This is an optimization exercise on Yosys and OpenROAD, whose aim is small area, a short achievable clock period and few clock cycles, not a production implementation.
No functional check of the RTL was part of any run shown here.

### design/flow/design.v
module encrpytion        
    # (parameter k = 32)(
    input clk,               
    input rst,               
    input en,                
    input [k-1:0]a,          
    input [2*k-1:0]n,        
    input [k:0]e,            
    output [k-1:0]cipher,    
    output reg ready_flag    
    );
reg  [k-1:0] R;          
reg  [k-1:0] P;          
reg  [k-1:0] Ni;         
reg          bq;         
reg  [4:0]   cnt;        
reg  [4:0]   idx;        
reg          ebit;       
reg          sq;         
reg          run;        
assign cipher = R;
reg  [4:0] idx0;
integer i;
always @(*) begin
    idx0 = 5'd0;
    for (i = 1; i <= k; i = i + 1)
        if (e[i]) idx0 = i - 1;
end
wire [k+2:0] x  = {2'b00, P, 1'b0};
wire [k+2:0] y  = {3'b000, bq ? R : {k{1'b0}}};
wire [k+2:0] z1 = {3'b111, Ni};           
wire [k+2:0] z2 = {2'b11, Ni, 1'b1};      
wire [k+2:0] s1 = x ^ y ^ z1;
wire [k+2:0] c1 = (x & y) | (x & z1) | (y & z1);
wire [k+2:0] s2 = x ^ y ^ z2;
wire [k+2:0] c2 = (x & y) | (x & z2) | (y & z2);
wire [34:0] ad0_p0 = x ^ y;
wire [34:0] ad0_g0 = x & y;
wire [34:0] ad0_G0 = {ad0_g0[34:1], ad0_g0[0] | (ad0_p0[0] & 1'b0)};
wire [34:0] ad0_P0 = ad0_p0;
wire ad0_g1_1 = ad0_G0[1] | (ad0_P0[1] & ad0_G0[0]);
wire ad0_p1_1 = ad0_P0[1] & ad0_P0[0];
wire ad0_g1_3 = ad0_G0[3] | (ad0_P0[3] & ad0_G0[2]);
wire ad0_p1_3 = ad0_P0[3] & ad0_P0[2];
wire ad0_g1_5 = ad0_G0[5] | (ad0_P0[5] & ad0_G0[4]);
wire ad0_p1_5 = ad0_P0[5] & ad0_P0[4];
wire ad0_g1_7 = ad0_G0[7] | (ad0_P0[7] & ad0_G0[6]);
wire ad0_p1_7 = ad0_P0[7] & ad0_P0[6];
wire ad0_g1_9 = ad0_G0[9] | (ad0_P0[9] & ad0_G0[8]);
wire ad0_p1_9 = ad0_P0[9] & ad0_P0[8];
wire ad0_g1_11 = ad0_G0[11] | (ad0_P0[11] & ad0_G0[10]);
wire ad0_p1_11 = ad0_P0[11] & ad0_P0[10];
wire ad0_g1_13 = ad0_G0[13] | (ad0_P0[13] & ad0_G0[12]);
wire ad0_p1_13 = ad0_P0[13] & ad0_P0[12];
wire ad0_g1_15 = ad0_G0[15] | (ad0_P0[15] & ad0_G0[14]);
wire ad0_p1_15 = ad0_P0[15] & ad0_P0[14];
wire ad0_g1_17 = ad0_G0[17] | (ad0_P0[17] & ad0_G0[16]);
wire ad0_p1_17 = ad0_P0[17] & ad0_P0[16];
wire ad0_g1_19 = ad0_G0[19] | (ad0_P0[19] & ad0_G0[18]);
wire ad0_p1_19 = ad0_P0[19] & ad0_P0[18];
wire ad0_g1_21 = ad0_G0[21] | (ad0_P0[21] & ad0_G0[20]);
wire ad0_p1_21 = ad0_P0[21] & ad0_P0[20];
wire ad0_g1_23 = ad0_G0[23] | (ad0_P0[23] & ad0_G0[22]);
wire ad0_p1_23 = ad0_P0[23] & ad0_P0[22];
wire ad0_g1_25 = ad0_G0[25] | (ad0_P0[25] & ad0_G0[24]);
wire ad0_p1_25 = ad0_P0[25] & ad0_P0[24];
wire ad0_g1_27 = ad0_G0[27] | (ad0_P0[27] & ad0_G0[26]);
wire ad0_p1_27 = ad0_P0[27] & ad0_P0[26];
wire ad0_g1_29 = ad0_G0[29] | (ad0_P0[29] & ad0_G0[28]);
wire ad0_p1_29 = ad0_P0[29] & ad0_P0[28];
wire ad0_g1_31 = ad0_G0[31] | (ad0_P0[31] & ad0_G0[30]);
wire ad0_p1_31 = ad0_P0[31] & ad0_P0[30];
wire ad0_g1_33 = ad0_G0[33] | (ad0_P0[33] & ad0_G0[32]);
wire ad0_p1_33 = ad0_P0[33] & ad0_P0[32];
wire ad0_g2_2 = ad0_G0[2] | (ad0_P0[2] & ad0_g1_1);
wire ad0_p2_2 = ad0_P0[2] & ad0_p1_1;
wire ad0_g2_3 = ad0_g1_3 | (ad0_p1_3 & ad0_g1_1);
wire ad0_p2_3 = ad0_p1_3 & ad0_p1_1;
wire ad0_g2_6 = ad0_G0[6] | (ad0_P0[6] & ad0_g1_5);
wire ad0_p2_6 = ad0_P0[6] & ad0_p1_5;
wire ad0_g2_7 = ad0_g1_7 | (ad0_p1_7 & ad0_g1_5);
wire ad0_p2_7 = ad0_p1_7 & ad0_p1_5;
wire ad0_g2_10 = ad0_G0[10] | (ad0_P0[10] & ad0_g1_9);
wire ad0_p2_10 = ad0_P0[10] & ad0_p1_9;
wire ad0_g2_11 = ad0_g1_11 | (ad0_p1_11 & ad0_g1_9);
wire ad0_p2_11 = ad0_p1_11 & ad0_p1_9;
wire ad0_g2_14 = ad0_G0[14] | (ad0_P0[14] & ad0_g1_13);
wire ad0_p2_14 = ad0_P0[14] & ad0_p1_13;
wire ad0_g2_15 = ad0_g1_15 | (ad0_p1_15 & ad0_g1_13);
wire ad0_p2_15 = ad0_p1_15 & ad0_p1_13;
wire ad0_g2_18 = ad0_G0[18] | (ad0_P0[18] & ad0_g1_17);
wire ad0_p2_18 = ad0_P0[18] & ad0_p1_17;
wire ad0_g2_19 = ad0_g1_19 | (ad0_p1_19 & ad0_g1_17);
wire ad0_p2_19 = ad0_p1_19 & ad0_p1_17;
wire ad0_g2_22 = ad0_G0[22] | (ad0_P0[22] & ad0_g1_21);
wire ad0_p2_22 = ad0_P0[22] & ad0_p1_21;
wire ad0_g2_23 = ad0_g1_23 | (ad0_p1_23 & ad0_g1_21);
wire ad0_p2_23 = ad0_p1_23 & ad0_p1_21;
wire ad0_g2_26 = ad0_G0[26] | (ad0_P0[26] & ad0_g1_25);
wire ad0_p2_26 = ad0_P0[26] & ad0_p1_25;
wire ad0_g2_27 = ad0_g1_27 | (ad0_p1_27 & ad0_g1_25);
wire ad0_p2_27 = ad0_p1_27 & ad0_p1_25;
wire ad0_g2_30 = ad0_G0[30] | (ad0_P0[30] & ad0_g1_29);
wire ad0_p2_30 = ad0_P0[30] & ad0_p1_29;
wire ad0_g2_31 = ad0_g1_31 | (ad0_p1_31 & ad0_g1_29);
wire ad0_p2_31 = ad0_p1_31 & ad0_p1_29;
wire ad0_g2_34 = ad0_G0[34] | (ad0_P0[34] & ad0_g1_33);
wire ad0_p2_34 = ad0_P0[34] & ad0_p1_33;
wire ad0_g3_4 = ad0_G0[4] | (ad0_P0[4] & ad0_g2_3);
wire ad0_p3_4 = ad0_P0[4] & ad0_p2_3;
wire ad0_g3_5 = ad0_g1_5 | (ad0_p1_5 & ad0_g2_3);
wire ad0_p3_5 = ad0_p1_5 & ad0_p2_3;
wire ad0_g3_6 = ad0_g2_6 | (ad0_p2_6 & ad0_g2_3);
wire ad0_p3_6 = ad0_p2_6 & ad0_p2_3;
wire ad0_g3_7 = ad0_g2_7 | (ad0_p2_7 & ad0_g2_3);
wire ad0_p3_7 = ad0_p2_7 & ad0_p2_3;
wire ad0_g3_12 = ad0_G0[12] | (ad0_P0[12] & ad0_g2_11);
wire ad0_p3_12 = ad0_P0[12] & ad0_p2_11;
wire ad0_g3_13 = ad0_g1_13 | (ad0_p1_13 & ad0_g2_11);
wire ad0_p3_13 = ad0_p1_13 & ad0_p2_11;
wire ad0_g3_14 = ad0_g2_14 | (ad0_p2_14 & ad0_g2_11);
wire ad0_p3_14 = ad0_p2_14 & ad0_p2_11;
wire ad0_g3_15 = ad0_g2_15 | (ad0_p2_15 & ad0_g2_11);
wire ad0_p3_15 = ad0_p2_15 & ad0_p2_11;
wire ad0_g3_20 = ad0_G0[20] | (ad0_P0[20] & ad0_g2_19);
wire ad0_p3_20 = ad0_P0[20] & ad0_p2_19;
wire ad0_g3_21 = ad0_g1_21 | (ad0_p1_21 & ad0_g2_19);
wire ad0_p3_21 = ad0_p1_21 & ad0_p2_19;
wire ad0_g3_22 = ad0_g2_22 | (ad0_p2_22 & ad0_g2_19);
wire ad0_p3_22 = ad0_p2_22 & ad0_p2_19;
wire ad0_g3_23 = ad0_g2_23 | (ad0_p2_23 & ad0_g2_19);
wire ad0_p3_23 = ad0_p2_23 & ad0_p2_19;
wire ad0_g3_28 = ad0_G0[28] | (ad0_P0[28] & ad0_g2_27);
wire ad0_p3_28 = ad0_P0[28] & ad0_p2_27;
wire ad0_g3_29 = ad0_g1_29 | (ad0_p1_29 & ad0_g2_27);
wire ad0_p3_29 = ad0_p1_29 & ad0_p2_27;
wire ad0_g3_30 = ad0_g2_30 | (ad0_p2_30 & ad0_g2_27);
wire ad0_p3_30 = ad0_p2_30 & ad0_p2_27;
wire ad0_g3_31 = ad0_g2_31 | (ad0_p2_31 & ad0_g2_27);
wire ad0_p3_31 = ad0_p2_31 & ad0_p2_27;
wire ad0_g4_8 = ad0_G0[8] | (ad0_P0[8] & ad0_g3_7);
wire ad0_p4_8 = ad0_P0[8] & ad0_p3_7;
wire ad0_g4_9 = ad0_g1_9 | (ad0_p1_9 & ad0_g3_7);
wire ad0_p4_9 = ad0_p1_9 & ad0_p3_7;
wire ad0_g4_10 = ad0_g2_10 | (ad0_p2_10 & ad0_g3_7);
wire ad0_p4_10 = ad0_p2_10 & ad0_p3_7;
wire ad0_g4_11 = ad0_g2_11 | (ad0_p2_11 & ad0_g3_7);
wire ad0_p4_11 = ad0_p2_11 & ad0_p3_7;
wire ad0_g4_12 = ad0_g3_12 | (ad0_p3_12 & ad0_g3_7);
wire ad0_p4_12 = ad0_p3_12 & ad0_p3_7;
wire ad0_g4_13 = ad0_g3_13 | (ad0_p3_13 & ad0_g3_7);
wire ad0_p4_13 = ad0_p3_13 & ad0_p3_7;
wire ad0_g4_14 = ad0_g3_14 | (ad0_p3_14 & ad0_g3_7);
wire ad0_p4_14 = ad0_p3_14 & ad0_p3_7;
wire ad0_g4_15 = ad0_g3_15 | (ad0_p3_15 & ad0_g3_7);
wire ad0_p4_15 = ad0_p3_15 & ad0_p3_7;
wire ad0_g4_24 = ad0_G0[24] | (ad0_P0[24] & ad0_g3_23);
wire ad0_p4_24 = ad0_P0[24] & ad0_p3_23;
wire ad0_g4_25 = ad0_g1_25 | (ad0_p1_25 & ad0_g3_23);
wire ad0_p4_25 = ad0_p1_25 & ad0_p3_23;
wire ad0_g4_26 = ad0_g2_26 | (ad0_p2_26 & ad0_g3_23);
wire ad0_p4_26 = ad0_p2_26 & ad0_p3_23;
wire ad0_g4_27 = ad0_g2_27 | (ad0_p2_27 & ad0_g3_23);
wire ad0_p4_27 = ad0_p2_27 & ad0_p3_23;
wire ad0_g4_28 = ad0_g3_28 | (ad0_p3_28 & ad0_g3_23);
wire ad0_p4_28 = ad0_p3_28 & ad0_p3_23;
wire ad0_g4_29 = ad0_g3_29 | (ad0_p3_29 & ad0_g3_23);
wire ad0_p4_29 = ad0_p3_29 & ad0_p3_23;
wire ad0_g4_30 = ad0_g3_30 | (ad0_p3_30 & ad0_g3_23);
wire ad0_p4_30 = ad0_p3_30 & ad0_p3_23;
wire ad0_g4_31 = ad0_g3_31 | (ad0_p3_31 & ad0_g3_23);
wire ad0_p4_31 = ad0_p3_31 & ad0_p3_23;
wire ad0_g5_16 = ad0_G0[16] | (ad0_P0[16] & ad0_g4_15);
wire ad0_p5_16 = ad0_P0[16] & ad0_p4_15;
wire ad0_g5_17 = ad0_g1_17 | (ad0_p1_17 & ad0_g4_15);
wire ad0_p5_17 = ad0_p1_17 & ad0_p4_15;
wire ad0_g5_18 = ad0_g2_18 | (ad0_p2_18 & ad0_g4_15);
wire ad0_p5_18 = ad0_p2_18 & ad0_p4_15;
wire ad0_g5_19 = ad0_g2_19 | (ad0_p2_19 & ad0_g4_15);
wire ad0_p5_19 = ad0_p2_19 & ad0_p4_15;
wire ad0_g5_20 = ad0_g3_20 | (ad0_p3_20 & ad0_g4_15);
wire ad0_p5_20 = ad0_p3_20 & ad0_p4_15;
wire ad0_g5_21 = ad0_g3_21 | (ad0_p3_21 & ad0_g4_15);
wire ad0_p5_21 = ad0_p3_21 & ad0_p4_15;
wire ad0_g5_22 = ad0_g3_22 | (ad0_p3_22 & ad0_g4_15);
wire ad0_p5_22 = ad0_p3_22 & ad0_p4_15;
wire ad0_g5_23 = ad0_g3_23 | (ad0_p3_23 & ad0_g4_15);
wire ad0_p5_23 = ad0_p3_23 & ad0_p4_15;
wire ad0_g5_24 = ad0_g4_24 | (ad0_p4_24 & ad0_g4_15);
wire ad0_p5_24 = ad0_p4_24 & ad0_p4_15;
wire ad0_g5_25 = ad0_g4_25 | (ad0_p4_25 & ad0_g4_15);
wire ad0_p5_25 = ad0_p4_25 & ad0_p4_15;
wire ad0_g5_26 = ad0_g4_26 | (ad0_p4_26 & ad0_g4_15);
wire ad0_p5_26 = ad0_p4_26 & ad0_p4_15;
wire ad0_g5_27 = ad0_g4_27 | (ad0_p4_27 & ad0_g4_15);
wire ad0_p5_27 = ad0_p4_27 & ad0_p4_15;
wire ad0_g5_28 = ad0_g4_28 | (ad0_p4_28 & ad0_g4_15);
wire ad0_p5_28 = ad0_p4_28 & ad0_p4_15;
wire ad0_g5_29 = ad0_g4_29 | (ad0_p4_29 & ad0_g4_15);
wire ad0_p5_29 = ad0_p4_29 & ad0_p4_15;
wire ad0_g5_30 = ad0_g4_30 | (ad0_p4_30 & ad0_g4_15);
wire ad0_p5_30 = ad0_p4_30 & ad0_p4_15;
wire ad0_g5_31 = ad0_g4_31 | (ad0_p4_31 & ad0_g4_15);
wire ad0_p5_31 = ad0_p4_31 & ad0_p4_15;
wire ad0_g6_32 = ad0_G0[32] | (ad0_P0[32] & ad0_g5_31);
wire ad0_p6_32 = ad0_P0[32] & ad0_p5_31;
wire ad0_g6_33 = ad0_g1_33 | (ad0_p1_33 & ad0_g5_31);
wire ad0_p6_33 = ad0_p1_33 & ad0_p5_31;
wire ad0_g6_34 = ad0_g2_34 | (ad0_p2_34 & ad0_g5_31);
wire ad0_p6_34 = ad0_p2_34 & ad0_p5_31;
wire [34:0] t0 = ad0_p0 ^ {ad0_g6_33, ad0_g6_32, ad0_g5_31, ad0_g5_30, ad0_g5_29, ad0_g5_28, ad0_g5_27, ad0_g5_26, ad0_g5_25, ad0_g5_24, ad0_g5_23, ad0_g5_22, ad0_g5_21, ad0_g5_20, ad0_g5_19, ad0_g5_18, ad0_g5_17, ad0_g5_16, ad0_g4_15, ad0_g4_14, ad0_g4_13, ad0_g4_12, ad0_g4_11, ad0_g4_10, ad0_g4_9, ad0_g4_8, ad0_g3_7, ad0_g3_6, ad0_g3_5, ad0_g3_4, ad0_g2_3, ad0_g2_2, ad0_g1_1, ad0_G0[0], 1'b0};
wire [34:0] ad1_p0 = s1 ^ {c1[k+1:0], 1'b0};
wire [34:0] ad1_g0 = s1 & {c1[k+1:0], 1'b0};
wire [34:0] ad1_G0 = {ad1_g0[34:1], ad1_g0[0] | (ad1_p0[0] & 1'b1)};
wire [34:0] ad1_P0 = ad1_p0;
wire ad1_g1_1 = ad1_G0[1] | (ad1_P0[1] & ad1_G0[0]);
wire ad1_p1_1 = ad1_P0[1] & ad1_P0[0];
wire ad1_g1_3 = ad1_G0[3] | (ad1_P0[3] & ad1_G0[2]);
wire ad1_p1_3 = ad1_P0[3] & ad1_P0[2];
wire ad1_g1_5 = ad1_G0[5] | (ad1_P0[5] & ad1_G0[4]);
wire ad1_p1_5 = ad1_P0[5] & ad1_P0[4];
wire ad1_g1_7 = ad1_G0[7] | (ad1_P0[7] & ad1_G0[6]);
wire ad1_p1_7 = ad1_P0[7] & ad1_P0[6];
wire ad1_g1_9 = ad1_G0[9] | (ad1_P0[9] & ad1_G0[8]);
wire ad1_p1_9 = ad1_P0[9] & ad1_P0[8];
wire ad1_g1_11 = ad1_G0[11] | (ad1_P0[11] & ad1_G0[10]);
wire ad1_p1_11 = ad1_P0[11] & ad1_P0[10];
wire ad1_g1_13 = ad1_G0[13] | (ad1_P0[13] & ad1_G0[12]);
wire ad1_p1_13 = ad1_P0[13] & ad1_P0[12];
wire ad1_g1_15 = ad1_G0[15] | (ad1_P0[15] & ad1_G0[14]);
wire ad1_p1_15 = ad1_P0[15] & ad1_P0[14];
wire ad1_g1_17 = ad1_G0[17] | (ad1_P0[17] & ad1_G0[16]);
wire ad1_p1_17 = ad1_P0[17] & ad1_P0[16];
wire ad1_g1_19 = ad1_G0[19] | (ad1_P0[19] & ad1_G0[18]);
wire ad1_p1_19 = ad1_P0[19] & ad1_P0[18];
wire ad1_g1_21 = ad1_G0[21] | (ad1_P0[21] & ad1_G0[20]);
wire ad1_p1_21 = ad1_P0[21] & ad1_P0[20];
wire ad1_g1_23 = ad1_G0[23] | (ad1_P0[23] & ad1_G0[22]);
wire ad1_p1_23 = ad1_P0[23] & ad1_P0[22];
wire ad1_g1_25 = ad1_G0[25] | (ad1_P0[25] & ad1_G0[24]);
wire ad1_p1_25 = ad1_P0[25] & ad1_P0[24];
wire ad1_g1_27 = ad1_G0[27] | (ad1_P0[27] & ad1_G0[26]);
wire ad1_p1_27 = ad1_P0[27] & ad1_P0[26];
wire ad1_g1_29 = ad1_G0[29] | (ad1_P0[29] & ad1_G0[28]);
wire ad1_p1_29 = ad1_P0[29] & ad1_P0[28];
wire ad1_g1_31 = ad1_G0[31] | (ad1_P0[31] & ad1_G0[30]);
wire ad1_p1_31 = ad1_P0[31] & ad1_P0[30];
wire ad1_g1_33 = ad1_G0[33] | (ad1_P0[33] & ad1_G0[32]);
wire ad1_p1_33 = ad1_P0[33] & ad1_P0[32];
wire ad1_g2_2 = ad1_G0[2] | (ad1_P0[2] & ad1_g1_1);
wire ad1_p2_2 = ad1_P0[2] & ad1_p1_1;
wire ad1_g2_3 = ad1_g1_3 | (ad1_p1_3 & ad1_g1_1);
wire ad1_p2_3 = ad1_p1_3 & ad1_p1_1;
wire ad1_g2_6 = ad1_G0[6] | (ad1_P0[6] & ad1_g1_5);
wire ad1_p2_6 = ad1_P0[6] & ad1_p1_5;
wire ad1_g2_7 = ad1_g1_7 | (ad1_p1_7 & ad1_g1_5);
wire ad1_p2_7 = ad1_p1_7 & ad1_p1_5;
wire ad1_g2_10 = ad1_G0[10] | (ad1_P0[10] & ad1_g1_9);
wire ad1_p2_10 = ad1_P0[10] & ad1_p1_9;
wire ad1_g2_11 = ad1_g1_11 | (ad1_p1_11 & ad1_g1_9);
wire ad1_p2_11 = ad1_p1_11 & ad1_p1_9;
wire ad1_g2_14 = ad1_G0[14] | (ad1_P0[14] & ad1_g1_13);
wire ad1_p2_14 = ad1_P0[14] & ad1_p1_13;
wire ad1_g2_15 = ad1_g1_15 | (ad1_p1_15 & ad1_g1_13);
wire ad1_p2_15 = ad1_p1_15 & ad1_p1_13;
wire ad1_g2_18 = ad1_G0[18] | (ad1_P0[18] & ad1_g1_17);
wire ad1_p2_18 = ad1_P0[18] & ad1_p1_17;
wire ad1_g2_19 = ad1_g1_19 | (ad1_p1_19 & ad1_g1_17);
wire ad1_p2_19 = ad1_p1_19 & ad1_p1_17;
wire ad1_g2_22 = ad1_G0[22] | (ad1_P0[22] & ad1_g1_21);
wire ad1_p2_22 = ad1_P0[22] & ad1_p1_21;
wire ad1_g2_23 = ad1_g1_23 | (ad1_p1_23 & ad1_g1_21);
wire ad1_p2_23 = ad1_p1_23 & ad1_p1_21;
wire ad1_g2_26 = ad1_G0[26] | (ad1_P0[26] & ad1_g1_25);
wire ad1_p2_26 = ad1_P0[26] & ad1_p1_25;
wire ad1_g2_27 = ad1_g1_27 | (ad1_p1_27 & ad1_g1_25);
wire ad1_p2_27 = ad1_p1_27 & ad1_p1_25;
wire ad1_g2_30 = ad1_G0[30] | (ad1_P0[30] & ad1_g1_29);
wire ad1_p2_30 = ad1_P0[30] & ad1_p1_29;
wire ad1_g2_31 = ad1_g1_31 | (ad1_p1_31 & ad1_g1_29);
wire ad1_p2_31 = ad1_p1_31 & ad1_p1_29;
wire ad1_g2_34 = ad1_G0[34] | (ad1_P0[34] & ad1_g1_33);
wire ad1_p2_34 = ad1_P0[34] & ad1_p1_33;
wire ad1_g3_4 = ad1_G0[4] | (ad1_P0[4] & ad1_g2_3);
wire ad1_p3_4 = ad1_P0[4] & ad1_p2_3;
wire ad1_g3_5 = ad1_g1_5 | (ad1_p1_5 & ad1_g2_3);
wire ad1_p3_5 = ad1_p1_5 & ad1_p2_3;
wire ad1_g3_6 = ad1_g2_6 | (ad1_p2_6 & ad1_g2_3);
wire ad1_p3_6 = ad1_p2_6 & ad1_p2_3;
wire ad1_g3_7 = ad1_g2_7 | (ad1_p2_7 & ad1_g2_3);
wire ad1_p3_7 = ad1_p2_7 & ad1_p2_3;
wire ad1_g3_12 = ad1_G0[12] | (ad1_P0[12] & ad1_g2_11);
wire ad1_p3_12 = ad1_P0[12] & ad1_p2_11;
wire ad1_g3_13 = ad1_g1_13 | (ad1_p1_13 & ad1_g2_11);
wire ad1_p3_13 = ad1_p1_13 & ad1_p2_11;
wire ad1_g3_14 = ad1_g2_14 | (ad1_p2_14 & ad1_g2_11);
wire ad1_p3_14 = ad1_p2_14 & ad1_p2_11;
wire ad1_g3_15 = ad1_g2_15 | (ad1_p2_15 & ad1_g2_11);
wire ad1_p3_15 = ad1_p2_15 & ad1_p2_11;
wire ad1_g3_20 = ad1_G0[20] | (ad1_P0[20] & ad1_g2_19);
wire ad1_p3_20 = ad1_P0[20] & ad1_p2_19;
wire ad1_g3_21 = ad1_g1_21 | (ad1_p1_21 & ad1_g2_19);
wire ad1_p3_21 = ad1_p1_21 & ad1_p2_19;
wire ad1_g3_22 = ad1_g2_22 | (ad1_p2_22 & ad1_g2_19);
wire ad1_p3_22 = ad1_p2_22 & ad1_p2_19;
wire ad1_g3_23 = ad1_g2_23 | (ad1_p2_23 & ad1_g2_19);
wire ad1_p3_23 = ad1_p2_23 & ad1_p2_19;
wire ad1_g3_28 = ad1_G0[28] | (ad1_P0[28] & ad1_g2_27);
wire ad1_p3_28 = ad1_P0[28] & ad1_p2_27;
wire ad1_g3_29 = ad1_g1_29 | (ad1_p1_29 & ad1_g2_27);
wire ad1_p3_29 = ad1_p1_29 & ad1_p2_27;
wire ad1_g3_30 = ad1_g2_30 | (ad1_p2_30 & ad1_g2_27);
wire ad1_p3_30 = ad1_p2_30 & ad1_p2_27;
wire ad1_g3_31 = ad1_g2_31 | (ad1_p2_31 & ad1_g2_27);
wire ad1_p3_31 = ad1_p2_31 & ad1_p2_27;
wire ad1_g4_8 = ad1_G0[8] | (ad1_P0[8] & ad1_g3_7);
wire ad1_p4_8 = ad1_P0[8] & ad1_p3_7;
wire ad1_g4_9 = ad1_g1_9 | (ad1_p1_9 & ad1_g3_7);
wire ad1_p4_9 = ad1_p1_9 & ad1_p3_7;
wire ad1_g4_10 = ad1_g2_10 | (ad1_p2_10 & ad1_g3_7);
wire ad1_p4_10 = ad1_p2_10 & ad1_p3_7;
wire ad1_g4_11 = ad1_g2_11 | (ad1_p2_11 & ad1_g3_7);
wire ad1_p4_11 = ad1_p2_11 & ad1_p3_7;
wire ad1_g4_12 = ad1_g3_12 | (ad1_p3_12 & ad1_g3_7);
wire ad1_p4_12 = ad1_p3_12 & ad1_p3_7;
wire ad1_g4_13 = ad1_g3_13 | (ad1_p3_13 & ad1_g3_7);
wire ad1_p4_13 = ad1_p3_13 & ad1_p3_7;
wire ad1_g4_14 = ad1_g3_14 | (ad1_p3_14 & ad1_g3_7);
wire ad1_p4_14 = ad1_p3_14 & ad1_p3_7;
wire ad1_g4_15 = ad1_g3_15 | (ad1_p3_15 & ad1_g3_7);
wire ad1_p4_15 = ad1_p3_15 & ad1_p3_7;
wire ad1_g4_24 = ad1_G0[24] | (ad1_P0[24] & ad1_g3_23);
wire ad1_p4_24 = ad1_P0[24] & ad1_p3_23;
wire ad1_g4_25 = ad1_g1_25 | (ad1_p1_25 & ad1_g3_23);
wire ad1_p4_25 = ad1_p1_25 & ad1_p3_23;
wire ad1_g4_26 = ad1_g2_26 | (ad1_p2_26 & ad1_g3_23);
wire ad1_p4_26 = ad1_p2_26 & ad1_p3_23;
wire ad1_g4_27 = ad1_g2_27 | (ad1_p2_27 & ad1_g3_23);
wire ad1_p4_27 = ad1_p2_27 & ad1_p3_23;
wire ad1_g4_28 = ad1_g3_28 | (ad1_p3_28 & ad1_g3_23);
wire ad1_p4_28 = ad1_p3_28 & ad1_p3_23;
wire ad1_g4_29 = ad1_g3_29 | (ad1_p3_29 & ad1_g3_23);
wire ad1_p4_29 = ad1_p3_29 & ad1_p3_23;
wire ad1_g4_30 = ad1_g3_30 | (ad1_p3_30 & ad1_g3_23);
wire ad1_p4_30 = ad1_p3_30 & ad1_p3_23;
wire ad1_g4_31 = ad1_g3_31 | (ad1_p3_31 & ad1_g3_23);
wire ad1_p4_31 = ad1_p3_31 & ad1_p3_23;
wire ad1_g5_16 = ad1_G0[16] | (ad1_P0[16] & ad1_g4_15);
wire ad1_p5_16 = ad1_P0[16] & ad1_p4_15;
wire ad1_g5_17 = ad1_g1_17 | (ad1_p1_17 & ad1_g4_15);
wire ad1_p5_17 = ad1_p1_17 & ad1_p4_15;
wire ad1_g5_18 = ad1_g2_18 | (ad1_p2_18 & ad1_g4_15);
wire ad1_p5_18 = ad1_p2_18 & ad1_p4_15;
wire ad1_g5_19 = ad1_g2_19 | (ad1_p2_19 & ad1_g4_15);
wire ad1_p5_19 = ad1_p2_19 & ad1_p4_15;
wire ad1_g5_20 = ad1_g3_20 | (ad1_p3_20 & ad1_g4_15);
wire ad1_p5_20 = ad1_p3_20 & ad1_p4_15;
wire ad1_g5_21 = ad1_g3_21 | (ad1_p3_21 & ad1_g4_15);
wire ad1_p5_21 = ad1_p3_21 & ad1_p4_15;
wire ad1_g5_22 = ad1_g3_22 | (ad1_p3_22 & ad1_g4_15);
wire ad1_p5_22 = ad1_p3_22 & ad1_p4_15;
wire ad1_g5_23 = ad1_g3_23 | (ad1_p3_23 & ad1_g4_15);
wire ad1_p5_23 = ad1_p3_23 & ad1_p4_15;
wire ad1_g5_24 = ad1_g4_24 | (ad1_p4_24 & ad1_g4_15);
wire ad1_p5_24 = ad1_p4_24 & ad1_p4_15;
wire ad1_g5_25 = ad1_g4_25 | (ad1_p4_25 & ad1_g4_15);
wire ad1_p5_25 = ad1_p4_25 & ad1_p4_15;
wire ad1_g5_26 = ad1_g4_26 | (ad1_p4_26 & ad1_g4_15);
wire ad1_p5_26 = ad1_p4_26 & ad1_p4_15;
wire ad1_g5_27 = ad1_g4_27 | (ad1_p4_27 & ad1_g4_15);
wire ad1_p5_27 = ad1_p4_27 & ad1_p4_15;
wire ad1_g5_28 = ad1_g4_28 | (ad1_p4_28 & ad1_g4_15);
wire ad1_p5_28 = ad1_p4_28 & ad1_p4_15;
wire ad1_g5_29 = ad1_g4_29 | (ad1_p4_29 & ad1_g4_15);
wire ad1_p5_29 = ad1_p4_29 & ad1_p4_15;
wire ad1_g5_30 = ad1_g4_30 | (ad1_p4_30 & ad1_g4_15);
wire ad1_p5_30 = ad1_p4_30 & ad1_p4_15;
wire ad1_g5_31 = ad1_g4_31 | (ad1_p4_31 & ad1_g4_15);
wire ad1_p5_31 = ad1_p4_31 & ad1_p4_15;
wire ad1_g6_32 = ad1_G0[32] | (ad1_P0[32] & ad1_g5_31);
wire ad1_p6_32 = ad1_P0[32] & ad1_p5_31;
wire ad1_g6_33 = ad1_g1_33 | (ad1_p1_33 & ad1_g5_31);
wire ad1_p6_33 = ad1_p1_33 & ad1_p5_31;
wire ad1_g6_34 = ad1_g2_34 | (ad1_p2_34 & ad1_g5_31);
wire ad1_p6_34 = ad1_p2_34 & ad1_p5_31;
wire [34:0] t1 = ad1_p0 ^ {ad1_g6_33, ad1_g6_32, ad1_g5_31, ad1_g5_30, ad1_g5_29, ad1_g5_28, ad1_g5_27, ad1_g5_26, ad1_g5_25, ad1_g5_24, ad1_g5_23, ad1_g5_22, ad1_g5_21, ad1_g5_20, ad1_g5_19, ad1_g5_18, ad1_g5_17, ad1_g5_16, ad1_g4_15, ad1_g4_14, ad1_g4_13, ad1_g4_12, ad1_g4_11, ad1_g4_10, ad1_g4_9, ad1_g4_8, ad1_g3_7, ad1_g3_6, ad1_g3_5, ad1_g3_4, ad1_g2_3, ad1_g2_2, ad1_g1_1, ad1_G0[0], 1'b1};
wire [34:0] ad2_p0 = s2 ^ {c2[k+1:0], 1'b0};
wire [34:0] ad2_g0 = s2 & {c2[k+1:0], 1'b0};
wire [34:0] ad2_G0 = {ad2_g0[34:1], ad2_g0[0] | (ad2_p0[0] & 1'b1)};
wire [34:0] ad2_P0 = ad2_p0;
wire ad2_g1_1 = ad2_G0[1] | (ad2_P0[1] & ad2_G0[0]);
wire ad2_p1_1 = ad2_P0[1] & ad2_P0[0];
wire ad2_g1_3 = ad2_G0[3] | (ad2_P0[3] & ad2_G0[2]);
wire ad2_p1_3 = ad2_P0[3] & ad2_P0[2];
wire ad2_g1_5 = ad2_G0[5] | (ad2_P0[5] & ad2_G0[4]);
wire ad2_p1_5 = ad2_P0[5] & ad2_P0[4];
wire ad2_g1_7 = ad2_G0[7] | (ad2_P0[7] & ad2_G0[6]);
wire ad2_p1_7 = ad2_P0[7] & ad2_P0[6];
wire ad2_g1_9 = ad2_G0[9] | (ad2_P0[9] & ad2_G0[8]);
wire ad2_p1_9 = ad2_P0[9] & ad2_P0[8];
wire ad2_g1_11 = ad2_G0[11] | (ad2_P0[11] & ad2_G0[10]);
wire ad2_p1_11 = ad2_P0[11] & ad2_P0[10];
wire ad2_g1_13 = ad2_G0[13] | (ad2_P0[13] & ad2_G0[12]);
wire ad2_p1_13 = ad2_P0[13] & ad2_P0[12];
wire ad2_g1_15 = ad2_G0[15] | (ad2_P0[15] & ad2_G0[14]);
wire ad2_p1_15 = ad2_P0[15] & ad2_P0[14];
wire ad2_g1_17 = ad2_G0[17] | (ad2_P0[17] & ad2_G0[16]);
wire ad2_p1_17 = ad2_P0[17] & ad2_P0[16];
wire ad2_g1_19 = ad2_G0[19] | (ad2_P0[19] & ad2_G0[18]);
wire ad2_p1_19 = ad2_P0[19] & ad2_P0[18];
wire ad2_g1_21 = ad2_G0[21] | (ad2_P0[21] & ad2_G0[20]);
wire ad2_p1_21 = ad2_P0[21] & ad2_P0[20];
wire ad2_g1_23 = ad2_G0[23] | (ad2_P0[23] & ad2_G0[22]);
wire ad2_p1_23 = ad2_P0[23] & ad2_P0[22];
wire ad2_g1_25 = ad2_G0[25] | (ad2_P0[25] & ad2_G0[24]);
wire ad2_p1_25 = ad2_P0[25] & ad2_P0[24];
wire ad2_g1_27 = ad2_G0[27] | (ad2_P0[27] & ad2_G0[26]);
wire ad2_p1_27 = ad2_P0[27] & ad2_P0[26];
wire ad2_g1_29 = ad2_G0[29] | (ad2_P0[29] & ad2_G0[28]);
wire ad2_p1_29 = ad2_P0[29] & ad2_P0[28];
wire ad2_g1_31 = ad2_G0[31] | (ad2_P0[31] & ad2_G0[30]);
wire ad2_p1_31 = ad2_P0[31] & ad2_P0[30];
wire ad2_g1_33 = ad2_G0[33] | (ad2_P0[33] & ad2_G0[32]);
wire ad2_p1_33 = ad2_P0[33] & ad2_P0[32];
wire ad2_g2_2 = ad2_G0[2] | (ad2_P0[2] & ad2_g1_1);
wire ad2_p2_2 = ad2_P0[2] & ad2_p1_1;
wire ad2_g2_3 = ad2_g1_3 | (ad2_p1_3 & ad2_g1_1);
wire ad2_p2_3 = ad2_p1_3 & ad2_p1_1;
wire ad2_g2_6 = ad2_G0[6] | (ad2_P0[6] & ad2_g1_5);
wire ad2_p2_6 = ad2_P0[6] & ad2_p1_5;
wire ad2_g2_7 = ad2_g1_7 | (ad2_p1_7 & ad2_g1_5);
wire ad2_p2_7 = ad2_p1_7 & ad2_p1_5;
wire ad2_g2_10 = ad2_G0[10] | (ad2_P0[10] & ad2_g1_9);
wire ad2_p2_10 = ad2_P0[10] & ad2_p1_9;
wire ad2_g2_11 = ad2_g1_11 | (ad2_p1_11 & ad2_g1_9);
wire ad2_p2_11 = ad2_p1_11 & ad2_p1_9;
wire ad2_g2_14 = ad2_G0[14] | (ad2_P0[14] & ad2_g1_13);
wire ad2_p2_14 = ad2_P0[14] & ad2_p1_13;
wire ad2_g2_15 = ad2_g1_15 | (ad2_p1_15 & ad2_g1_13);
wire ad2_p2_15 = ad2_p1_15 & ad2_p1_13;
wire ad2_g2_18 = ad2_G0[18] | (ad2_P0[18] & ad2_g1_17);
wire ad2_p2_18 = ad2_P0[18] & ad2_p1_17;
wire ad2_g2_19 = ad2_g1_19 | (ad2_p1_19 & ad2_g1_17);
wire ad2_p2_19 = ad2_p1_19 & ad2_p1_17;
wire ad2_g2_22 = ad2_G0[22] | (ad2_P0[22] & ad2_g1_21);
wire ad2_p2_22 = ad2_P0[22] & ad2_p1_21;
wire ad2_g2_23 = ad2_g1_23 | (ad2_p1_23 & ad2_g1_21);
wire ad2_p2_23 = ad2_p1_23 & ad2_p1_21;
wire ad2_g2_26 = ad2_G0[26] | (ad2_P0[26] & ad2_g1_25);
wire ad2_p2_26 = ad2_P0[26] & ad2_p1_25;
wire ad2_g2_27 = ad2_g1_27 | (ad2_p1_27 & ad2_g1_25);
wire ad2_p2_27 = ad2_p1_27 & ad2_p1_25;
wire ad2_g2_30 = ad2_G0[30] | (ad2_P0[30] & ad2_g1_29);
wire ad2_p2_30 = ad2_P0[30] & ad2_p1_29;
wire ad2_g2_31 = ad2_g1_31 | (ad2_p1_31 & ad2_g1_29);
wire ad2_p2_31 = ad2_p1_31 & ad2_p1_29;
wire ad2_g2_34 = ad2_G0[34] | (ad2_P0[34] & ad2_g1_33);
wire ad2_p2_34 = ad2_P0[34] & ad2_p1_33;
wire ad2_g3_4 = ad2_G0[4] | (ad2_P0[4] & ad2_g2_3);
wire ad2_p3_4 = ad2_P0[4] & ad2_p2_3;
wire ad2_g3_5 = ad2_g1_5 | (ad2_p1_5 & ad2_g2_3);
wire ad2_p3_5 = ad2_p1_5 & ad2_p2_3;
wire ad2_g3_6 = ad2_g2_6 | (ad2_p2_6 & ad2_g2_3);
wire ad2_p3_6 = ad2_p2_6 & ad2_p2_3;
wire ad2_g3_7 = ad2_g2_7 | (ad2_p2_7 & ad2_g2_3);
wire ad2_p3_7 = ad2_p2_7 & ad2_p2_3;
wire ad2_g3_12 = ad2_G0[12] | (ad2_P0[12] & ad2_g2_11);
wire ad2_p3_12 = ad2_P0[12] & ad2_p2_11;
wire ad2_g3_13 = ad2_g1_13 | (ad2_p1_13 & ad2_g2_11);
wire ad2_p3_13 = ad2_p1_13 & ad2_p2_11;
wire ad2_g3_14 = ad2_g2_14 | (ad2_p2_14 & ad2_g2_11);
wire ad2_p3_14 = ad2_p2_14 & ad2_p2_11;
wire ad2_g3_15 = ad2_g2_15 | (ad2_p2_15 & ad2_g2_11);
wire ad2_p3_15 = ad2_p2_15 & ad2_p2_11;
wire ad2_g3_20 = ad2_G0[20] | (ad2_P0[20] & ad2_g2_19);
wire ad2_p3_20 = ad2_P0[20] & ad2_p2_19;
wire ad2_g3_21 = ad2_g1_21 | (ad2_p1_21 & ad2_g2_19);
wire ad2_p3_21 = ad2_p1_21 & ad2_p2_19;
wire ad2_g3_22 = ad2_g2_22 | (ad2_p2_22 & ad2_g2_19);
wire ad2_p3_22 = ad2_p2_22 & ad2_p2_19;
wire ad2_g3_23 = ad2_g2_23 | (ad2_p2_23 & ad2_g2_19);
wire ad2_p3_23 = ad2_p2_23 & ad2_p2_19;
wire ad2_g3_28 = ad2_G0[28] | (ad2_P0[28] & ad2_g2_27);
wire ad2_p3_28 = ad2_P0[28] & ad2_p2_27;
wire ad2_g3_29 = ad2_g1_29 | (ad2_p1_29 & ad2_g2_27);
wire ad2_p3_29 = ad2_p1_29 & ad2_p2_27;
wire ad2_g3_30 = ad2_g2_30 | (ad2_p2_30 & ad2_g2_27);
wire ad2_p3_30 = ad2_p2_30 & ad2_p2_27;
wire ad2_g3_31 = ad2_g2_31 | (ad2_p2_31 & ad2_g2_27);
wire ad2_p3_31 = ad2_p2_31 & ad2_p2_27;
wire ad2_g4_8 = ad2_G0[8] | (ad2_P0[8] & ad2_g3_7);
wire ad2_p4_8 = ad2_P0[8] & ad2_p3_7;
wire ad2_g4_9 = ad2_g1_9 | (ad2_p1_9 & ad2_g3_7);
wire ad2_p4_9 = ad2_p1_9 & ad2_p3_7;
wire ad2_g4_10 = ad2_g2_10 | (ad2_p2_10 & ad2_g3_7);
wire ad2_p4_10 = ad2_p2_10 & ad2_p3_7;
wire ad2_g4_11 = ad2_g2_11 | (ad2_p2_11 & ad2_g3_7);
wire ad2_p4_11 = ad2_p2_11 & ad2_p3_7;
wire ad2_g4_12 = ad2_g3_12 | (ad2_p3_12 & ad2_g3_7);
wire ad2_p4_12 = ad2_p3_12 & ad2_p3_7;
wire ad2_g4_13 = ad2_g3_13 | (ad2_p3_13 & ad2_g3_7);
wire ad2_p4_13 = ad2_p3_13 & ad2_p3_7;
wire ad2_g4_14 = ad2_g3_14 | (ad2_p3_14 & ad2_g3_7);
wire ad2_p4_14 = ad2_p3_14 & ad2_p3_7;
wire ad2_g4_15 = ad2_g3_15 | (ad2_p3_15 & ad2_g3_7);
wire ad2_p4_15 = ad2_p3_15 & ad2_p3_7;
wire ad2_g4_24 = ad2_G0[24] | (ad2_P0[24] & ad2_g3_23);
wire ad2_p4_24 = ad2_P0[24] & ad2_p3_23;
wire ad2_g4_25 = ad2_g1_25 | (ad2_p1_25 & ad2_g3_23);
wire ad2_p4_25 = ad2_p1_25 & ad2_p3_23;
wire ad2_g4_26 = ad2_g2_26 | (ad2_p2_26 & ad2_g3_23);
wire ad2_p4_26 = ad2_p2_26 & ad2_p3_23;
wire ad2_g4_27 = ad2_g2_27 | (ad2_p2_27 & ad2_g3_23);
wire ad2_p4_27 = ad2_p2_27 & ad2_p3_23;
wire ad2_g4_28 = ad2_g3_28 | (ad2_p3_28 & ad2_g3_23);
wire ad2_p4_28 = ad2_p3_28 & ad2_p3_23;
wire ad2_g4_29 = ad2_g3_29 | (ad2_p3_29 & ad2_g3_23);
wire ad2_p4_29 = ad2_p3_29 & ad2_p3_23;
wire ad2_g4_30 = ad2_g3_30 | (ad2_p3_30 & ad2_g3_23);
wire ad2_p4_30 = ad2_p3_30 & ad2_p3_23;
wire ad2_g4_31 = ad2_g3_31 | (ad2_p3_31 & ad2_g3_23);
wire ad2_p4_31 = ad2_p3_31 & ad2_p3_23;
wire ad2_g5_16 = ad2_G0[16] | (ad2_P0[16] & ad2_g4_15);
wire ad2_p5_16 = ad2_P0[16] & ad2_p4_15;
wire ad2_g5_17 = ad2_g1_17 | (ad2_p1_17 & ad2_g4_15);
wire ad2_p5_17 = ad2_p1_17 & ad2_p4_15;
wire ad2_g5_18 = ad2_g2_18 | (ad2_p2_18 & ad2_g4_15);
wire ad2_p5_18 = ad2_p2_18 & ad2_p4_15;
wire ad2_g5_19 = ad2_g2_19 | (ad2_p2_19 & ad2_g4_15);
wire ad2_p5_19 = ad2_p2_19 & ad2_p4_15;
wire ad2_g5_20 = ad2_g3_20 | (ad2_p3_20 & ad2_g4_15);
wire ad2_p5_20 = ad2_p3_20 & ad2_p4_15;
wire ad2_g5_21 = ad2_g3_21 | (ad2_p3_21 & ad2_g4_15);
wire ad2_p5_21 = ad2_p3_21 & ad2_p4_15;
wire ad2_g5_22 = ad2_g3_22 | (ad2_p3_22 & ad2_g4_15);
wire ad2_p5_22 = ad2_p3_22 & ad2_p4_15;
wire ad2_g5_23 = ad2_g3_23 | (ad2_p3_23 & ad2_g4_15);
wire ad2_p5_23 = ad2_p3_23 & ad2_p4_15;
wire ad2_g5_24 = ad2_g4_24 | (ad2_p4_24 & ad2_g4_15);
wire ad2_p5_24 = ad2_p4_24 & ad2_p4_15;
wire ad2_g5_25 = ad2_g4_25 | (ad2_p4_25 & ad2_g4_15);
wire ad2_p5_25 = ad2_p4_25 & ad2_p4_15;
wire ad2_g5_26 = ad2_g4_26 | (ad2_p4_26 & ad2_g4_15);
wire ad2_p5_26 = ad2_p4_26 & ad2_p4_15;
wire ad2_g5_27 = ad2_g4_27 | (ad2_p4_27 & ad2_g4_15);
wire ad2_p5_27 = ad2_p4_27 & ad2_p4_15;
wire ad2_g5_28 = ad2_g4_28 | (ad2_p4_28 & ad2_g4_15);
wire ad2_p5_28 = ad2_p4_28 & ad2_p4_15;
wire ad2_g5_29 = ad2_g4_29 | (ad2_p4_29 & ad2_g4_15);
wire ad2_p5_29 = ad2_p4_29 & ad2_p4_15;
wire ad2_g5_30 = ad2_g4_30 | (ad2_p4_30 & ad2_g4_15);
wire ad2_p5_30 = ad2_p4_30 & ad2_p4_15;
wire ad2_g5_31 = ad2_g4_31 | (ad2_p4_31 & ad2_g4_15);
wire ad2_p5_31 = ad2_p4_31 & ad2_p4_15;
wire ad2_g6_32 = ad2_G0[32] | (ad2_P0[32] & ad2_g5_31);
wire ad2_p6_32 = ad2_P0[32] & ad2_p5_31;
wire ad2_g6_33 = ad2_g1_33 | (ad2_p1_33 & ad2_g5_31);
wire ad2_p6_33 = ad2_p1_33 & ad2_p5_31;
wire ad2_g6_34 = ad2_g2_34 | (ad2_p2_34 & ad2_g5_31);
wire ad2_p6_34 = ad2_p2_34 & ad2_p5_31;
wire [34:0] t2 = ad2_p0 ^ {ad2_g6_33, ad2_g6_32, ad2_g5_31, ad2_g5_30, ad2_g5_29, ad2_g5_28, ad2_g5_27, ad2_g5_26, ad2_g5_25, ad2_g5_24, ad2_g5_23, ad2_g5_22, ad2_g5_21, ad2_g5_20, ad2_g5_19, ad2_g5_18, ad2_g5_17, ad2_g5_16, ad2_g4_15, ad2_g4_14, ad2_g4_13, ad2_g4_12, ad2_g4_11, ad2_g4_10, ad2_g4_9, ad2_g4_8, ad2_g3_7, ad2_g3_6, ad2_g3_5, ad2_g3_4, ad2_g2_3, ad2_g2_2, ad2_g1_1, ad2_G0[0], 1'b1};
wire [k-1:0] res = !t2[k+2] ? t2[k-1:0] : !t1[k+2] ? t1[k-1:0] : t0[k-1:0];
wire last   = (cnt == 5'd31);
wire domul  = sq & ebit;
wire finish = last & ~domul & (idx == 5'd0);
wire idle   = ~run & ~ready_flag;
always @(posedge clk or posedge rst) begin
    if (rst) begin
        run <= 1'b0;
        ready_flag <= 1'b0;
    end else begin
        run <= en & (idle | (run & ~finish));
        ready_flag <= en & (ready_flag | (run & finish));
    end
end
always @(posedge clk)
    Ni <= ~n[k-1:0];
function [5:0] first_bit;      
    input [2:0] top;           
    begin
        if (top[2])      first_bit = {1'b1, 5'd30};
        else if (top[1]) first_bit = {1'b1, 5'd29};
        else             first_bit = {top[0], 5'd28};
    end
endfunction
wire [5:0] fa = first_bit(a[k-1:k-3]);
wire       fr_d = !t2[k+2] ? |t2[k-1:k-3] : !t1[k+2] ? |t1[k-1:k-3] : |t0[k-1:k-3];
wire [5:0] fr = {fr_d, 3'b111, res[k-1], ~res[k-1] & res[k-2]};
always @(posedge clk) begin
    ebit <= e[idx];
    P <= (idle | last) ? {k{1'b0}} : res;
    if (idle) begin
        R   <= a;
        {bq, cnt} <= fa;
        idx <= idx0;
        sq  <= 1'b1;
    end else if (run) begin
        cnt <= cnt - 5'd1;
        if (last) begin
            R <= res;
            if (domul) begin
                sq <= 1'b0;
                {bq, cnt} <= fa;
            end else begin
                sq  <= 1'b1;
                {bq, cnt} <= fr;
                idx <= idx - 5'd1;
            end
        end else begin
            bq <= sq ? R[cnt] : a[cnt];
        end
    end
end
endmodule
### design/flow/flow/run.sh
#!/bin/bash
set -euo pipefail
export BUFFER_PORTS_ARGS="-buffer_cell sky130_fd_sc_hd__buf_1"
export SETUP_SLACK_MARGIN=6
bash standard.sh > standard.log 2>&1
### design/flow/standard.sh
#!/bin/bash
# synth_recipe.tcl (not shown) runs the flow's synth.tcl, then flattens the netlist and writes it again
# the make line also repeats each setting of config.mk as NAME=value (left out here)
make -C /OpenROAD-flow-scripts/flow DESIGN_CONFIG=/design/flow/config.mk WORK_HOME=/design/flow/orfs CLKGATE_MAP_FILE= SYNTH_SCRIPT=/design/flow/synth_recipe.tcl "${@:-finish}"
### design/flow/config.mk
export PLATFORM = sky130hd
export DESIGN_NAME = encrpytion
export DESIGN_NICKNAME = encrpytion
export VERILOG_FILES = /design/flow/design.v
export SDC_FILE = /design/flow/constraint.sdc
export NUM_CORES = 4
export LEC_CHECK = 0
export ABC_AREA = 1
export CAP_MARGIN = 20
export CORE_MARGIN = 2
export CORE_UTILIZATION = 55
export PLACE_DENSITY = 0.7
export SLEW_MARGIN = 20
### design/flow/constraint.sdc
create_clock -name core_clock -period 10.0 [get_ports {clk}]
set_input_delay 2.0000 -clock core_clock [delete_from_list [all_inputs] [get_ports {clk}]]
set_output_delay 2.0000 -clock core_clock [all_outputs]
set_load 0.01 [all_outputs]
==> results of run 1 <==
metal layers:
layer	routed length, um	GRT usage, %
met2	15100	51.7
met5	0	0
met3	2490	5.03
met4	1610	14.2
met1	13300	41.8
metrics by stage:
stage	cell area, um2	setup slack [ns]
final	13100	5.86
after global routing	13100	5.73
after CTS	12600	5.93
after detailed placement	11400	4.68
after global placement	11400	4.81
after floorplan	10700	6.18
state kept, by name (all words and copies together), names as in the netlist:
name	flops
sq	1
Ni	32
R	32
idx	5
run	1
P	32
ready_flag	1
ebit	1
cnt	5
bq	1
cells by family after synthesis:
kind of cell	count (synthesis)	share of synthesized area, %
XOR/XNOR	59	4.82
multiplexers	1	0.0933
adder cells (fa/ha/maj)	173	25.5
buffers and inverters	257	9.46
AO/OA/AOI/OAI	288	16.5
AND/OR/NAND/NOR	481	18.8
flip-flops	111	24.8
path summary, 6_finish.rpt:
kind,endpoint,slack [ns],startpoint
max reg2reg,R[29],5.86,bq
max in group asynchronous,ready_flag,8.45,rst
min in group asynchronous,run,1.44,rst
min reg2reg,ebit,0.57,idx[4]
max,R[29],5.86,bq
min,ebit,0.57,idx[4]
final cells by class:
class	count	area, um2	area share [%]
multi-input combinational	1003	7640	58.3
sequential	111	2660	20.3
timing repair buffer	206	1200	9.19
inverter	222	900	6.86
tap	265	332	2.53
clock buffer	11	264	2.01
clock inverter	5	85.1	0.649
timing repair inverter	2	20.0	0.153
repair_timing:
item                       in CTS  in global routing
setup endpoints to repair      67                 66
gates cloned                    5                  0
pin swaps                      27                 52
hold endpoints to repair        0                  0
gates resized for setup        76                 91
buffers inserted               52                 14
layout by cell type (no fill, tap or decap), types with 22 or more instances in the layout:
cell                       synthesis  layout
sky130_fd_sc_hd__buf_1             1     132
sky130_fd_sc_hd__nand2_1         231     211
sky130_fd_sc_hd__o21ai_0          94      81
sky130_fd_sc_hd__ha_1             97      84
sky130_fd_sc_hd__inv_1           210     201
sky130_fd_sc_hd__nor2_1          159     151
sky130_fd_sc_hd__xnor2_1          27      26
sky130_fd_sc_hd__dfxtp_1          66      66
sky130_fd_sc_hd__edfxtp_1         43      43
sky130_fd_sc_hd__a21oi_1          84      67
sky130_fd_sc_hd__fa_1             76      70
sky130_fd_sc_hd__buf_4             2      58
sky130_fd_sc_hd__xor2_1           32      32
sky130_fd_sc_hd__nand3_1          37      35
sky130_fd_sc_hd__o21ai_1          16      22
worst max-delay path: cells and delay by family (launching register included):
kind	cells	cell delay (ns)
simple gates	14	1.10
compound gates	5	0.78
fa+ha+maj	2	0.78
flops	1	0.46
buf+inv	7	0.77
==> report_table.html, run 1 <==
<table>
<tr><th>Metric</th><th>Value</th></tr>
<tr><th colspan="2">Run status</th></tr>
<tr><td>Run status</td><td>timing/DRC/antenna clean</td></tr>
<tr><th colspan="2">STA</th></tr>
<tr><td>Number of setup violations in the final report</td><td>0</td></tr>
<tr><td>Worst hold margin</td><td>0.575 ns</td></tr>
<tr><td>Unrepaired setup endpoints after global routing</td><td>yes</td></tr>
<tr><td>Hold violation total from the final report</td><td>0</td></tr>
<tr><td>Crit share post-route</td><td>41.4%</td></tr>
<tr><td>Tightest slew margin relative to the limit</td><td>24.4%</td></tr>
<tr><td>Final Max Slew Viols</td><td>0</td></tr>
<tr><td>Time the final worst path needs with I/O delays and setup</td><td>4.14 ns</td></tr>
<tr><td>Clk_skew</td><td>0.00783 ns</td></tr>
<tr><td>Maximum clock frequency</td><td>242 MHz</td></tr>
<tr><td>Slew at the pin with the worst max-slew slack</td><td>1.13 ns</td></tr>
<tr><td>TNS Setup</td><td>0 ns</td></tr>
<tr><th colspan="2">Cells and area</th></tr>
<tr><td>Fraction of layout cells with a size suffix above 1</td><td>15.7%</td></tr>
<tr><td>P&amp;R area growth vs syn</td><td>22.2%</td></tr>
<tr><td>Count of placed standard cells in the final layout, fillers left out</td><td>1825</td></tr>
<tr><td>Count of fill cells added during filler insertion</td><td>1648</td></tr>
<tr><td>Number of antenna diodes</td><td>0</td></tr>
<tr><td>Util after Layout</td><td>68.0%</td></tr>
<tr><td>Count of nets after finishing</td><td>1860</td></tr>
<tr><th colspan="2">Global route</th></tr>
<tr><td>Initial antenna violation count</td><td>0</td></tr>
<tr><td>Number of global-route vias before repair</td><td>9788</td></tr>
<tr><td>Global-route usage over all layers</td><td>31.8%</td></tr>
<tr><td>Overflow left after global routing</td><td>0</td></tr>
<tr><td>First-pass GRT wire length</td><td>50.0 mm</td></tr>
<tr><td>Largest net degree at the start of global routing</td><td>47</td></tr>
<tr><th colspan="2">Min path</th></tr>
<tr><td>Class of the tightest hold or removal check</td><td>reg -&gt; reg</td></tr>
<tr><td>Cell count of the worst hold path</td><td>2</td></tr>
<tr><th colspan="2">Floorplan</th></tr>
<tr><td>Die Height</td><td>144 um</td></tr>
<tr><td>Starting density of the core</td><td>55.7%</td></tr>
<tr><td>Die area</td><td>20600 um2</td></tr>
<tr><td>I/O pins</td><td>165</td></tr>
<tr><td>Die Span X</td><td>144 um</td></tr>
<tr><td>Number of placement rows</td><td>51</td></tr>
<tr><td>Total core area</td><td>19300 um2</td></tr>
<tr><th colspan="2">Clock tree</th></tr>
<tr><td>Num CTS Buffers</td><td>9</td></tr>
<tr><td>Count of hold-fix buffers inserted at cts</td><td>0</td></tr>
<tr><td>Clock-pin slew of the registers on the worst-case setup and hold paths</td><td>0.08 ns</td></tr>
<tr><td>Maximum buffer depth of the clock tree</td><td>2</td></tr>
<tr><td>Clock latency (worst-skew pair)</td><td>0.37 ns</td></tr>
<tr><td>Root buffer cell</td><td>sky130_fd_sc_hd__clkbuf_16</td></tr>
<tr><td>CTS tree</td><td>built</td></tr>
<tr><td>H-Tree Depth</td><td>3</td></tr>
<tr><td>Number of sinks handled by clock tree synthesis</td><td>111</td></tr>
<tr><th colspan="2">Synthesis</th></tr>
<tr><td>Synth Flop Type</td><td>sky130_fd_sc_hd__dfxtp_1</td></tr>
<tr><td>Area of the mapped netlist</td><td>10700 um2</td></tr>
<tr><td>Syn Nets</td><td>1675</td></tr>
<tr><td>Library cell with the largest summed area after synthesis</td><td>sky130_fd_sc_hd__fa_1</td></tr>
<tr><td>Top cells by count, synth</td><td>sky130_fd_sc_hd__nand2_1, sky130_fd_sc_hd__inv_1, sky130_fd_sc_hd__nor2_1</td></tr>
<tr><td>Share of Yosys cell area claimed by the top area cell type</td><td>14.2%</td></tr>
<tr><td>Main area contributors after synthesis</td><td>sky130_fd_sc_hd__fa_1, sky130_fd_sc_hd__dfxtp_1, sky130_fd_sc_hd__edfxtp_1</td></tr>
<tr><td>Most instantiated library cell after synthesis</td><td>sky130_fd_sc_hd__nand2_1</td></tr>
<tr><td>Number of register bits inferred by synthesis</td><td>111</td></tr>
<tr><td>Mean area per synthesized cell</td><td>7.83 um2</td></tr>
<tr><td>Synthesis warning total</td><td>1</td></tr>
<tr><td>Unique masters post-synth</td><td>59</td></tr>
<tr><td>Portion of the post-synthesis area used by sequential elements</td><td>24.8%</td></tr>
<tr><td>Post-Syn Instances</td><td>1370</td></tr>
<tr><td>Number of enable-type register cells in the synthesized netlist</td><td>43</td></tr>
<tr><td>Async S/R FF share, synth</td><td>1.80%</td></tr>
<tr><th colspan="2">Routing</th></tr>
<tr><td>Antenna Nets Post-Route</td><td>0</td></tr>
<tr><td>Via count normalized by instance count</td><td>5.58</td></tr>
<tr><td>Via count</td><td>10200</td></tr>
<tr><td>Drt initial violations</td><td>719</td></tr>
<tr><td>Detailed-router iteration count before antenna repair</td><td>5</td></tr>
<tr><td>Count of unresolved DRC violations after routing</td><td>0</td></tr>
<tr><td>Average detailed-routed wire length per instance</td><td>17.8 um</td></tr>
<tr><td>Wire length after detailed routing</td><td>32.5 mm</td></tr>
<tr><th colspan="2">Placement</th></tr>
<tr><td>HPWL Detailed</td><td>22.2 mm</td></tr>
<tr><td>Count of input and output buffers</td><td>132</td></tr>
<tr><td>Cell total after placement</td><td>1738</td></tr>
<tr><td>Placer congestion estimate</td><td>0.897</td></tr>
<tr><th colspan="2">Run</th></tr>
<tr><td>Maximum capacitance violations</td><td>0</td></tr>
<tr><th colspan="2">Worst setup path</th></tr>
<tr><td>Critical path startpoint category</td><td>register</td></tr>
<tr><td>Critical path's largest stage delay</td><td>0.56 ns</td></tr>
<tr><td>Critical Path AT</td><td>4.25 ns</td></tr>
<tr><td>Crit-path slowest cell</td><td>sky130_fd_sc_hd__fa_2</td></tr>
<tr><td>Cell type with the highest occurrence count on the critical path</td><td>sky130_fd_sc_hd__nand2_2</td></tr>
<tr><td>CP Data Required Time</td><td>10.11 ns</td></tr>
<tr><td>Crit path max fanout</td><td>8</td></tr>
<tr><td>WS Path Type</td><td>reg -&gt; reg</td></tr>
<tr><td>Nature of the critical path endpoint</td><td>register</td></tr>
<tr><td>Logic depth of the worst register-to-register path</td><td>28</td></tr>
</table>
==> run 2: changes to the inputs <==
--- a/design/flow/design.v
+++ b/design/flow/design.v
@@ -18,6 +18,7 @@
 reg          ebit;       
 reg          sq;         
 reg          run;        
+reg          zp;         
 assign cipher = R;
 reg  [4:0] idx0;
 integer i;
@@ -26,7 +27,7 @@
     for (i = 1; i <= k; i = i + 1)
         if (e[i]) idx0 = i - 1;
 end
-wire [k+2:0] x  = {2'b00, P, 1'b0};
+wire [k+2:0] x  = {2'b00, P & {k{~zp}}, 1'b0};
 wire [k+2:0] y  = {3'b000, bq ? R : {k{1'b0}}};
 wire [k+2:0] z1 = {3'b111, Ni};           
 wire [k+2:0] z2 = {2'b11, Ni, 1'b1};      
@@ -583,14 +584,24 @@
         else             first_bit = {top[0], 5'd28};
     end
 endfunction
+function [5:0] next_bit;       
+    input [3:0] top;           
+    begin
+        if (top[3])      next_bit = {top[2], 5'd29};
+        else if (top[2]) next_bit = {top[1], 5'd28};
+        else             next_bit = {top[0], 5'd27};
+    end
+endfunction
 wire [5:0] fa = first_bit(a[k-1:k-3]);
-wire       fr_d = !t2[k+2] ? |t2[k-1:k-3] : !t1[k+2] ? |t1[k-1:k-3] : |t0[k-1:k-3];
-wire [5:0] fr = {fr_d, 3'b111, res[k-1], ~res[k-1] & res[k-2]};
+wire [5:0] na = next_bit(a[k-1:k-4]);
+wire [5:0] nr = next_bit(res[k-1:k-4]);
 always @(posedge clk) begin
     ebit <= e[idx];
-    P <= (idle | last) ? {k{1'b0}} : res;
+    P    <= res;
+    zp   <= 1'b0;
     if (idle) begin
         R   <= a;
+        zp  <= 1'b1;
         {bq, cnt} <= fa;
         idx <= idx0;
         sq  <= 1'b1;
@@ -600,10 +611,12 @@
             R <= res;
             if (domul) begin
                 sq <= 1'b0;
-                {bq, cnt} <= fa;
+                zp <= ~|a[k-1:k-3];
+                {bq, cnt} <= na;
             end else begin
                 sq  <= 1'b1;
-                {bq, cnt} <= fr;
+                zp  <= ~|res[k-1:k-3];
+                {bq, cnt} <= nr;
                 idx <= idx - 5'd1;
             end
         end else begin
==> design/flow/flow/run.sh (replaced) <==
#!/bin/bash
# Standard ORFS layout (the standard.sh, unchanged synthesis); every
# input and output port still gets its own buffer, but a plain buf_1
# instead of the delay buffer buffer_ports picks by itself.
set -euo pipefail
export BUFFER_PORTS_ARGS="-buffer_cell sky130_fd_sc_hd__buf_1"
bash standard.sh > standard.log 2>&1
--- a/design/flow/config.mk
+++ b/design/flow/config.mk
@@ -10,4 +10,5 @@
 export CORE_MARGIN = 2
 export CORE_UTILIZATION = 55
 export PLACE_DENSITY = 0.7
+export SETUP_SLACK_MARGIN = 5
 export SLEW_MARGIN = 20
==> report_table.html, run 2 <==
<table>
<tr><th>Metric</th><th>Value</th></tr>
<tr><th colspan="2">Worst setup path</th></tr>
<tr><td>Reg-to-reg endpoint</td><td>cnt[2]</td></tr>
<tr><td>Crit-path slowest cell</td><td>sky130_fd_sc_hd__fa_1</td></tr>
<tr><td>Critical Path AT</td><td>4.89 ns</td></tr>
<tr><td>Cell type with the highest occurrence count on the critical path</td><td>sky130_fd_sc_hd__nor2_1</td></tr>
<tr><td>Worst setup startpoint</td><td>bq</td></tr>
<tr><td>Number of cells on the critical path</td><td>24</td></tr>
<tr><td>Critical path's largest stage delay</td><td>0.55 ns</td></tr>
<tr><th colspan="2">Routing</th></tr>
<tr><td>Average detailed-routed wire length per instance</td><td>15.6 um</td></tr>
<tr><td>Wire length after detailed routing</td><td>29.6 mm</td></tr>
<tr><th colspan="2">Global route</th></tr>
<tr><td>Met3 Resource Use GR</td><td>4.32%</td></tr>
<tr><td>Number of global-route vias before repair</td><td>10000</td></tr>
<tr><td>Overflow left after global routing</td><td>0</td></tr>
<tr><th colspan="2">STA</th></tr>
<tr><td>Time the final worst path needs with I/O delays and setup</td><td>4.80 ns</td></tr>
<tr><td>Final Max Slew Viols</td><td>0</td></tr>
<tr><td>Number of setup violations in the final report</td><td>0</td></tr>
<tr><td>Clk_skew</td><td>0.0126 ns</td></tr>
<tr><th colspan="2">Placement</th></tr>
<tr><td>Setup slack after placement</td><td>4.68 ns</td></tr>
<tr><th colspan="2">Synthesis</th></tr>
<tr><td>Area of the mapped netlist</td><td>11200 um2</td></tr>
<tr><td>Async S/R FF share, synth</td><td>1.79%</td></tr>
<tr><td>Synth Flop Type</td><td>sky130_fd_sc_hd__dfxtp_1</td></tr>
<tr><td>Library cell with the largest summed area after synthesis</td><td>sky130_fd_sc_hd__fa_1</td></tr>
<tr><td>Post-Syn Instances</td><td>1515</td></tr>
<tr><th colspan="2">Cells and area</th></tr>
<tr><td>Most common library cell in the layout ignoring fill and taps</td><td>sky130_fd_sc_hd__nand2_1</td></tr>
<tr><th colspan="2">Floorplan</th></tr>
<tr><td>I/O pins</td><td>165</td></tr>
<tr><td>Die Height</td><td>147 um</td></tr>
<tr><td>Number of placement rows</td><td>52</td></tr>
<tr><th colspan="2">Min path</th></tr>
<tr><td>Hold Crit Start</td><td>ebit</td></tr>
<tr><th colspan="2">Run status</th></tr>
<tr><td>Run status</td><td>timing/DRC/antenna clean</td></tr>
<tr><th colspan="2">Clock tree</th></tr>
<tr><td>Root buffer cell</td><td>sky130_fd_sc_hd__clkbuf_16</td></tr>
<tr><td>Clock latency (worst-skew pair)</td><td>0.37 ns</td></tr>
<tr><td>Clock-pin slew of the registers on the worst-case setup and hold paths</td><td>0.09 ns</td></tr>
</table>
==> run 2: changes by cell type in the layout (fill, tap and decap cells not counted), sizes merged, moves of 6 or more <==
| cell | before | now |
|---|---|---|
| buf | 205 | 138 |
| nand2 | 243 | 312 |
| o22ai | 5 | 22 |
| inv | 222 | 271 |
| o21ai | 115 | 123 |
| xor2 | 32 | 26 |
| a21oi | 90 | 98 |
| and2 | 7 | 1 |
| o221ai | 19 | 4 |
| o211ai | 16 | 5 |
| o21bai | 8 | 18 |
| nand3 | 39 | 61 |
==> run 2: cell type report <==
| cell class | instances | area (um2) |
|---|---|---|
| clock buffer | 9 | 225 |
| multi-input combinational | 1091 | 7360 |
| fill | 1918 | 7880 |
| inverter | 273 | 1040 |
| timing repair buffer | 138 | 541 |
| tap | 270 | 338 |
| clock inverter | 7 | 104 |
| sequential | 112 | 2680 |
==> run 2: kinds of logic (layout without fill, tap and decap cells) <==
| kind of cell | count (synthesis) | in the layout | synth area share (%) |
|---|---|---|---|
| muxes | 2 | 2 | 0.178 |
| buffers and inverters | 312 | 427 | 10.9 |
| AOI/OAI and AO/OA | 300 | 300 | 15.7 |
| and+or+nand+nor | 565 | 565 | 21.1 |
| adders and majority gates | 173 | 173 | 24.3 |
| DFF | 112 | 112 | 23.8 |
| xor gates and xnor gates | 51 | 51 | 3.97 |
==> run 2: tightest hold or removal path, delay by kind of cell, from the launching register on <==
kind,cells,cell delay [ns]
simple gates,1,0.15
compound gates,1,0.10
flops,1,0.31
==> run 2: worst min-delay path by stage <==
stage,endpoint,slack (ns),cells past startpoint
2_1_floorplan,run,0.51,2
3_3_place_gp,zp,0.58,2
3_5_place_dp,zp,0.59,2
4_1_cts,zp,0.60,2
5_1_grt,zp,0.64,2
6_report,zp,0.60,2
==> run 2: layer usage <==
metal | up-vias | routed length (um) | part of all wire (%)
li1 | 5084 | - | -
met1 | 4734 | 13200 | 44
met4 | 0 | 779 | 2.6
met3 | 56 | 2080 | 7.0
met5 | - | 0 | 0
met2 | 342 | 13600 | 46
==> run 2: per-stage QoR <==
step	area [um2]	std cells	util, %
global placement	11900	1884	59.2
detailed placement	11900	1884	59.2
floorplan	11200	1515	-
global route	12300	1900	60.9
CTS	12300	1900	60.9
finish	12300	1900	60.9
==> run 2: timing repair <==
action | CTS | global route
hold buffers | 0 | 0
endpoints found under the setup margin | 24 | 10
pin swaps | 0 | 0
resized for setup | 3 | 3

==> afterwards: timing with drivers on the ports <==
How much do the figures lean on ideal ports? The routed layouts below were timed once more, with nothing changed but the port constraints. Step 1, drivers: a clkbuf_16 drives clk and a buf_2 each remaining input, both assumed. Step 2 times the ports against the registers' clock, not the clock port: input delays grow and output delays shrink by t, the midpoint of the rising clock arrivals with the driver on. Slacks: ideal ports / drivers / drivers and shift; pairs: ideal ports / drivers.
run | t, ns | setup slack, ns | worst setup path after step 2 | worst register clock-pin slew, ns | worst slew at a driven data input, ns
run 1 | 0.414 | 5.860 / 5.860 / 5.860 | register to register | 0.08 / 0.08 | 0.04
run 2 | 0.413 | 5.198 / 5.198 / 5.198 | register to register | 0.09 / 0.09 | 0.05
After both steps every run listed still meets setup and hold.
